Context: an optimization exercise on an open-source flow, tuned for small area and a short achievable clock period. The choices shown serve that exercise and are no tape-out recipe. At most, simulation tests tie the RTL to the original design; equivalence was not proved. Power figures rest on the tool's default switching activity, not on a simulated workload.

==> violet <==
Design pe_unit, start of the top module:
module pe_unit
(
	input  wire         clk,
	input  wire [19:0]  op_add,
	input  wire [19:0]  op_sub,
	input  wire [19:0]  op_div,
	input  wire [19:0]  op_mul,
	input  wire [319:0] r1_bus,
	input  wire [319:0] r2_bus,
	output wire [639:0] r_result_bus
);
genvar n;
generate
	for (n = 0; n < 20; n = n + 1) begin : lane
		pe_lane u (
			.clk(clk),
			.op_add(op_add[n]), .op_sub(op_sub[n]),
			.op_div(op_div[n]), .op_mul(op_mul[n]),
			.a(r1_bus[16*n +: 16]), .b(r2_bus[16*n +: 16]),
			.result(r_result_bus[32*n +: 32])
		);
	end
endgenerate
endmodule
==> module pe_lane, before the edit <==
module pe_lane
(
	input  wire        clk,
	input  wire        op_add,
	input  wire        op_sub,
	input  wire        op_div,
	input  wire        op_mul,
	input  wire [15:0] a,
	input  wire [15:0] b,
	output wire [31:0] result
);
function [3:0] enc;
	input [15:0] x;
	integer i;
	begin
		enc = 4'd0;
		for (i = 0; i < 16; i = i + 1)
			if (x[i]) enc = enc | i[3:0];
	end
endfunction
reg [3:0] a_q, b_q;
reg       add_q, sub_q, prd_q, quo_q;
always @(posedge clk) begin
	a_q   <= enc(a);
	b_q   <= enc(b);
	add_q <= op_add;
	sub_q <= op_sub;
	prd_q <= op_div;
	quo_q <= op_mul;
end
wire [4:0] sum  = a_q + b_q;
wire [4:0] dif  = {1'b0, a_q} - {1'b0, b_q};
wire [3:0] sat  = dif[4] ? 4'd0 : dif[3:0];
wire [7:0] prod = a_q * b_q;
wire [4:0] bp1  = {1'b0, b_q} + 5'd1;
wire [3:0] quot = {1'b0, a_q} / bp1;
wire       idle = ~(add_q | sub_q | prd_q | quo_q);
wire [7:0] v    = ({8{add_q}} & {3'd0, sum})
                | ({8{sub_q}} & {4'd0, sat})
                | ({8{prd_q}} & prod)
                | ({8{quo_q}} & {4'd0, quot});
reg [3:0] hi_q, lo_q;
reg       nz_q;
always @(posedge clk) begin
	hi_q <= v[7:4] | {4{idle}};
	lo_q <= v[3:0];
	nz_q <= ~idle;
end
genvar k;
generate
	for (k = 0; k < 16; k = k + 1) begin : dec
		assign result[k] = nz_q & (lo_q == k);
		if (k < 15) begin : h
			assign result[16 + k] = (hi_q == k);
		end else begin : h15
			assign result[31] = 1'b0;
		end
	end
endgenerate
endmodule
==> flow/config.mk <==
export PLATFORM = sky130hd
export DESIGN_NAME = pe_unit
export DESIGN_NICKNAME = pe_unit
export VERILOG_FILES = /design/flow/design.v
export SDC_FILE = /design/flow/constraint.sdc
export NUM_CORES = 8
export LEC_CHECK = 0
export CAP_MARGIN = 20
export CORE_AREA = 5 5 395 395
export DIE_AREA = 0 0 400 400
export SLEW_MARGIN = 20
==> flow/constraint.sdc <==
create_clock -name core_clock -period 4.0 [get_ports {clk}]
set_input_delay 0.8000 -clock core_clock [delete_from_list [all_inputs] [get_ports {clk}]]
set_output_delay 0.8000 -clock core_clock [all_outputs]
set_load 0.01 [all_outputs]
run.sh (not shown) runs the stock make flow with config.mk's settings and CLKGATE_MAP_FILE= SYNTH_SCRIPT=/design/flow/synth_recipe.tcl, a recipe that flattens the netlist after the stock synthesis.
==> umber: changes against violet <==
--- a/flow/design.v
+++ b/flow/design.v
@@ -20,23 +20,39 @@
 endfunction
-reg [3:0] a_q, b_q;
-reg       add_q, sub_q, prd_q, quo_q;
+wire [3:0] ab = enc(a);
+wire [3:0] bb = enc(b);
+wire [15:0] s;                        
+assign s[15] = a[15];
+genvar k;
+generate
+	for (k = 0; k < 15; k = k + 1) begin : suf
+		assign s[k] = |a[15:k];
+	end
+endgenerate
+wire u3 = a[3] | a[4] | a[5] | a[9] | a[10] | a[11] | a[15];
+wire u5 = |a[9:5] | a[15];
+wire u6 = |a[11:6];
+wire u7 = |a[13:7];
+wire [3:0] q;
+assign q[3] = b[0] & ab[3];
+assign q[2] = b[0] & ab[2] | b[1] & ab[3] | b[2] & s[12];
+assign q[1] = b[0] & ab[1] | b[1] & ab[2] | b[2] & u6 | b[3] & ab[3]
+            | b[4] & s[10] | b[5] & s[12] | b[6] & s[14];
+assign q[0] = b[0] & ab[0] | b[1] & ab[1] | b[3] & ab[2] | b[7] & ab[3]
+            | b[2] & u3 | b[4] & u5 | b[5] & u6 | b[6] & u7
+            | b[8] & s[9] | b[9] & s[10] | b[10] & s[11] | b[11] & s[12]
+            | b[12] & s[13] | b[13] & s[14] | b[14] & s[15];
+reg [3:0] x_q, y_q;
+reg       add_q, sub_q, mul_q;
 always @(posedge clk) begin
-	a_q   <= enc(a);
-	b_q   <= enc(b);
+	x_q   <= op_mul ? q : ab;
+	y_q   <= op_mul ? 4'd1 : (bb ^ {4{op_sub}});
 	add_q <= op_add;
 	sub_q <= op_sub;
-	prd_q <= op_div;
-	quo_q <= op_mul;
+	mul_q <= op_div | op_mul;
 end
-wire [4:0] sum  = a_q + b_q;
-wire [4:0] dif  = {1'b0, a_q} - {1'b0, b_q};
-wire [3:0] sat  = dif[4] ? 4'd0 : dif[3:0];
-wire [7:0] prod = a_q * b_q;
-wire [4:0] bp1  = {1'b0, b_q} + 5'd1;
-wire [3:0] quot = {1'b0, a_q} / bp1;
-wire       idle = ~(add_q | sub_q | prd_q | quo_q);
-wire [7:0] v    = ({8{add_q}} & {3'd0, sum})
-                | ({8{sub_q}} & {4'd0, sat})
-                | ({8{prd_q}} & prod)
-                | ({8{quo_q}} & {4'd0, quot});
+wire [4:0] t = {1'b0, x_q} + {1'b0, y_q} + {4'd0, sub_q};
+wire [7:0] p = x_q * y_q;
+wire       idle = ~(add_q | sub_q | mul_q);
+wire [3:0] hi = ({4{mul_q}} & p[7:4]) | {3'd0, add_q & t[4]} | {4{idle}};
+wire [3:0] lo = ({4{mul_q}} & p[3:0]) | ({4{add_q | sub_q & t[4]}} & t[3:0]);
 reg [3:0] hi_q, lo_q;
@@ -44,12 +60,15 @@
 always @(posedge clk) begin
-	hi_q <= v[7:4] | {4{idle}};
-	lo_q <= v[3:0];
+	hi_q <= hi;
+	lo_q <= lo;
 	nz_q <= ~idle;
 end
-genvar k;
+wire [3:0] hl = 4'b0001 << hi_q[1:0];
+wire [3:0] hh = 4'b0001 << hi_q[3:2];
+wire [3:0] ll = {4{nz_q}} & (4'b0001 << lo_q[1:0]);
+wire [3:0] lh = 4'b0001 << lo_q[3:2];
 generate
 	for (k = 0; k < 16; k = k + 1) begin : dec
-		assign result[k] = nz_q & (lo_q == k);
+		assign result[k] = ll[k % 4] & lh[k / 4];
 		if (k < 15) begin : h
-			assign result[16 + k] = (hi_q == k);
+			assign result[16 + k] = hl[k % 4] & hh[k / 4];
 		end else begin : h15
==> flow/flow/run.sh (new file) <==
#!/bin/bash
# Standard ORFS layout, with two changes: synthesis keeps adders as plain
# logic (no ha/fa cell mapping), and ports are buffered with buf_1 cells.
set -euo pipefail
bash standard.sh ADDER_MAP_FILE= 'BUFFER_PORTS_ARGS=-buffer_cell sky130_fd_sc_hd__buf_1' finish > standard.log 2>&1
==> flow/standard.sh (new file) <==
#!/bin/bash
# synth_recipe.tcl (not shown) runs the flow's synth.tcl, then flattens the netlist and writes it again
# the make line also repeats each setting of config.mk as NAME=value (left out here)
make -C /OpenROAD-flow-scripts/flow DESIGN_CONFIG=/design/flow/config.mk WORK_HOME=/design/flow/orfs CLKGATE_MAP_FILE= SYNTH_SCRIPT=/design/flow/synth_recipe.tcl "${@:-finish}"
Settings changed: SETUP_SLACK_MARGIN from default to 1.6.
removed: flow/run.sh
==> flow_summary.toml <==
[worst_setup_path]
worst_path_max_delay_cell = "or3b_4"
r2r_setup_slack_ns = 1.67

[sta]
fin_skew_ns = 0.0226
finalSetupViolCount = 0

[final_layout]
multi_input_area_share_pct = 58.7
multi_input_cells = 4469
n_all_buffers = 1454

[routing]
wl_um = 165000

[power]
pg_seq_mw = 5.72

[yosys]
yosys.area_share.simple_pct = 34.8
synth_xor_area_share_pct = 10.9
syn-cell-area_sq_um = 36600

[grt]
grt_max_degree = 22

[run_status]
status = "timing/DRC/antenna clean"
(the above is from umber)
==> flow_summary.toml <==
[worst_setup_path]
r2r_setup_slack_ns = -1.47

[run_status]
so.violations = "setup timing"
status = "failed layout checks"

[grt]
grt_max_degree = 15

[sta]
finalSetupViolCount = 37
fin_skew_ns = 0.0204
setup_slack_ns = -1.47

[routing]
wl_um = 169000

[final_layout]
multi_input_cells = 4376
multi_input_area_share_pct = 50.8

[yosys]
yosys.area_share.simple_pct = 24.9
syn-cell-area_sq_um = 42700

[power]
pg_seq_mw = 4.67
(the above is from violet)
Function was not checked in any run of this note: the RTL went through the layout flow alone.

========
==> inputs of run a <==
==> flow/design.v <==
module pe_lane
(
	input  wire        clk,
	input  wire        op_add,
	input  wire        op_sub,
	input  wire        op_div,
	input  wire        op_mul,
	input  wire [15:0] a,
	input  wire [15:0] b,
	output wire [31:0] result
);
function [3:0] enc;
	input [15:0] x;
	integer i;
	begin
		enc = 4'd0;
		for (i = 0; i < 16; i = i + 1)
			if (x[i]) enc = enc | i[3:0];
	end
endfunction
function [3:0] quo;
	input [3:0] n;
	input [3:0] d;
	begin
		quo = {1'b0, n} / ({1'b0, d} + 5'd1);
	end
endfunction
wire [3:0] ab = enc(a);
wire [3:0] bb = enc(b);
wire [4:0] sum = {1'b0, ab} + {1'b0, bb};
wire [4:0] dif = {1'b0, ab} - {1'b0, bb};
wire [3:0] q;
assign q = quo(ab, bb);
wire [4:0] r = ({5{op_add}} & sum)
             | ({5{op_sub & ~dif[4]}} & dif)
             | ({5{op_mul}} & {1'b0, q});
reg [4:0] x_q;
reg [3:0] y_q;
reg       nz1_q;
always @(posedge clk) begin
	x_q   <= op_div ? {1'b0, ab} : r;
	y_q   <= op_div ? bb : 4'd1;
	nz1_q <= op_add | op_sub | op_div | op_mul;
end
wire [7:0] p = x_q[3:0] * y_q;
reg [3:0] hi_q, lo_q;
reg       nz_q;
always @(posedge clk) begin
	hi_q <= {p[7:5], p[4] | x_q[4]};
	lo_q <= p[3:0];
	nz_q <= nz1_q;
end
genvar k;
generate
	for (k = 0; k < 16; k = k + 1) begin : dec
		assign result[k] = nz_q & (lo_q == k);
		if (k < 15) begin : h
			assign result[16 + k] = nz_q & (hi_q == k);
		end else begin : h15
			assign result[31] = 1'b0;
		end
	end
endgenerate
endmodule
module pe_unit
(
	input  wire         clk,
	input  wire [19:0]  op_add,
	input  wire [19:0]  op_sub,
	input  wire [19:0]  op_div,
	input  wire [19:0]  op_mul,
	input  wire [319:0] r1_bus,
	input  wire [319:0] r2_bus,
	output wire [639:0] r_result_bus
);
genvar n;
generate
	for (n = 0; n < 20; n = n + 1) begin : lane
		pe_lane u (
			.clk(clk),
			.op_add(op_add[n]), .op_sub(op_sub[n]),
			.op_div(op_div[n]), .op_mul(op_mul[n]),
			.a(r1_bus[16*n +: 16]), .b(r2_bus[16*n +: 16]),
			.result(r_result_bus[32*n +: 32])
		);
	end
endgenerate
endmodule
==> flow/flow/run.sh <==
#!/bin/bash
# Standard ORFS layout, with two changes: synthesis keeps adders as plain
# logic (no ha/fa cell mapping), and ports are buffered with buf_1 cells.
set -euo pipefail
bash standard.sh ADDER_MAP_FILE= 'BUFFER_PORTS_ARGS=-buffer_cell sky130_fd_sc_hd__buf_1' finish > standard.log 2>&1
==> flow/standard.sh <==
#!/bin/bash
# synth_recipe.tcl (not shown) runs the flow's synth.tcl, then flattens the netlist and writes it again
# the make line also repeats each setting of config.mk as NAME=value (left out here)
make -C /OpenROAD-flow-scripts/flow DESIGN_CONFIG=/design/flow/config.mk WORK_HOME=/design/flow/orfs CLKGATE_MAP_FILE= SYNTH_SCRIPT=/design/flow/synth_recipe.tcl "${@:-finish}"
==> flow/config.mk <==
export PLATFORM = sky130hd
export DESIGN_NAME = pe_unit
export DESIGN_NICKNAME = pe_unit
export VERILOG_FILES = /design/flow/design.v
export SDC_FILE = /design/flow/constraint.sdc
export NUM_CORES = 8
export LEC_CHECK = 0
export CAP_MARGIN = 20
export CORE_AREA = 5 5 395 395
export DIE_AREA = 0 0 400 400
export SLEW_MARGIN = 20
==> flow/constraint.sdc <==
create_clock -name core_clock -period 4.0 [get_ports {clk}]
set_input_delay 0.8000 -clock core_clock [delete_from_list [all_inputs] [get_ports {clk}]]
set_output_delay 0.8000 -clock core_clock [all_outputs]
set_load 0.01 [all_outputs]
==> inputs of run b, as changes to run a <==
==> flow/design.v, changed modules only <==
module pe_lane
(
	input  wire        clk,
	input  wire        op_add,
	input  wire        op_sub,
	input  wire        op_div,
	input  wire        op_mul,
	input  wire [15:0] a,
	input  wire [15:0] b,
	output wire [31:0] result
);
function [3:0] enc;
	input [15:0] x;
	integer i;
	begin
		enc = 4'd0;
		for (i = 0; i < 16; i = i + 1)
			if (x[i]) enc = enc | i[3:0];
	end
endfunction
wire [3:0] ab = enc(a);
wire [3:0] bb = enc(b);
wire [15:0] s;                        
assign s[15] = a[15];
genvar k;
generate
	for (k = 0; k < 15; k = k + 1) begin : suf
		assign s[k] = |a[15:k];
	end
endgenerate
wire u3 = a[3] | a[4] | a[5] | a[9] | a[10] | a[11] | a[15];
wire u5 = |a[9:5] | a[15];
wire u6 = |a[11:6];
wire u7 = |a[13:7];
wire [3:0] q;
assign q[3] = b[0] & ab[3];
assign q[2] = b[0] & ab[2] | b[1] & ab[3] | b[2] & s[12];
assign q[1] = b[0] & ab[1] | b[1] & ab[2] | b[2] & u6 | b[3] & ab[3]
            | b[4] & s[10] | b[5] & s[12] | b[6] & s[14];
assign q[0] = b[0] & ab[0] | b[1] & ab[1] | b[3] & ab[2] | b[7] & ab[3]
            | b[2] & u3 | b[4] & u5 | b[5] & u6 | b[6] & u7
            | b[8] & s[9] | b[9] & s[10] | b[10] & s[11] | b[11] & s[12]
            | b[12] & s[13] | b[13] & s[14] | b[14] & s[15];
reg [3:0] x_q, y_q;
reg       add_q, sub_q, mul_q;
always @(posedge clk) begin
	x_q   <= op_mul ? q : ab;
	y_q   <= op_mul ? 4'd1 : (bb ^ {4{op_sub}});
	add_q <= op_add;
	sub_q <= op_sub;
	mul_q <= op_div | op_mul;
end
wire [4:0] t = {1'b0, x_q} + {1'b0, y_q} + {4'd0, sub_q};
wire [7:0] p = x_q * y_q;
wire       idle = ~(add_q | sub_q | mul_q);
wire [3:0] hi = ({4{mul_q}} & p[7:4]) | {3'd0, add_q & t[4]} | {4{idle}};
wire [3:0] lo = ({4{mul_q}} & p[3:0]) | ({4{add_q | sub_q & t[4]}} & t[3:0]);
reg [3:0] hi_q, lo_q;
reg       nz_q;
always @(posedge clk) begin
	hi_q <= hi;
	lo_q <= lo;
	nz_q <= ~idle;
end
wire [3:0] hl = 4'b0001 << hi_q[1:0];
wire [3:0] hh = 4'b0001 << hi_q[3:2];
wire [3:0] ll = {4{nz_q}} & (4'b0001 << lo_q[1:0]);
wire [3:0] lh = 4'b0001 << lo_q[3:2];
generate
	for (k = 0; k < 16; k = k + 1) begin : dec
		assign result[k] = ll[k % 4] & lh[k / 4];
		if (k < 15) begin : h
			assign result[16 + k] = hl[k % 4] & hh[k / 4];
		end else begin : h15
			assign result[31] = 1'b0;
		end
	end
endgenerate
endmodule
==> flow/flow/run.sh (replaced) <==
#!/bin/bash
# Standard ORFS layout, with these changes: synthesis keeps adders as plain
# logic (no ha/fa cell mapping), ports are buffered with buf_1 cells, and
# pins may sit on adjacent routing tracks.
set -euo pipefail
bash standard.sh ADDER_MAP_FILE= \
	'BUFFER_PORTS_ARGS=-buffer_cell sky130_fd_sc_hd__buf_1' \
	'PLACE_PINS_ARGS=-min_distance 1 -min_distance_in_tracks' \
	finish > standard.log 2>&1
--- a/flow/config.mk
+++ b/flow/config.mk
@@ -7,5 +7,6 @@
 export LEC_CHECK = 0
 export CAP_MARGIN = 20
-export CORE_AREA = 5 5 395 395
-export DIE_AREA = 0 0 400 400
+export CORE_AREA = 5 5 295 295
+export DIE_AREA = 0 0 300 300
+export SETUP_SLACK_MARGIN = 1.6
 export SLEW_MARGIN = 20
==> run summary <==
Against run b, the sequential share of layout area of run a is lower by 2.6 points.
Against run b, the maximum frequency of run a is smaller by about 27%.
Between run b and run a, the lower clock skew is in run b (gap 0.017 ns).
Between run a and run b, the lower sequential power is in run a (gap 8.9%, measured against run b).
Of run b and run a, run b has the higher worst setup slack (gap 0.92 ns).
Power: run a is smaller than run b (4.5%).
No functional check of the RTL was part of run b.

separate check: timing with driven ports:
How much do the figures lean on ideal ports? The routed layouts below were timed once more, with nothing changed but the port constraints. Step 1: set_driving_cell puts a clkbuf_16 on clk and a buf_2 on each other input, an assumption about the parent block. Step 2 moves the port delays by t, midway between the first and last clock arrival at a register: inputs arrive t later, outputs are due t later. That takes back most of the time a late clock gives input paths. a / b / c = ideal ports / drivers / drivers and shift; a / b = the first two.
run	t, ns	setup WS [ns]	worst setup path after step 2	worst register clock-pin slew, ns
violet	0.701	-1.475 / -1.475 / -1.475	register to register	0.07 / 0.07
umber	0.691	1.341 / 1.261 / 1.027	input to register	0.07 / 0.07
run a	0.674	0.601 / 0.526 / 0.064	input to register	0.07 / 0.07
run b	0.636	1.523 / 1.463 / 0.970	input to register	0.06 / 0.06
For run b, which loses most, drivers alone change the setup slack by -0.060 ns; drivers and shift together by -0.553 ns.
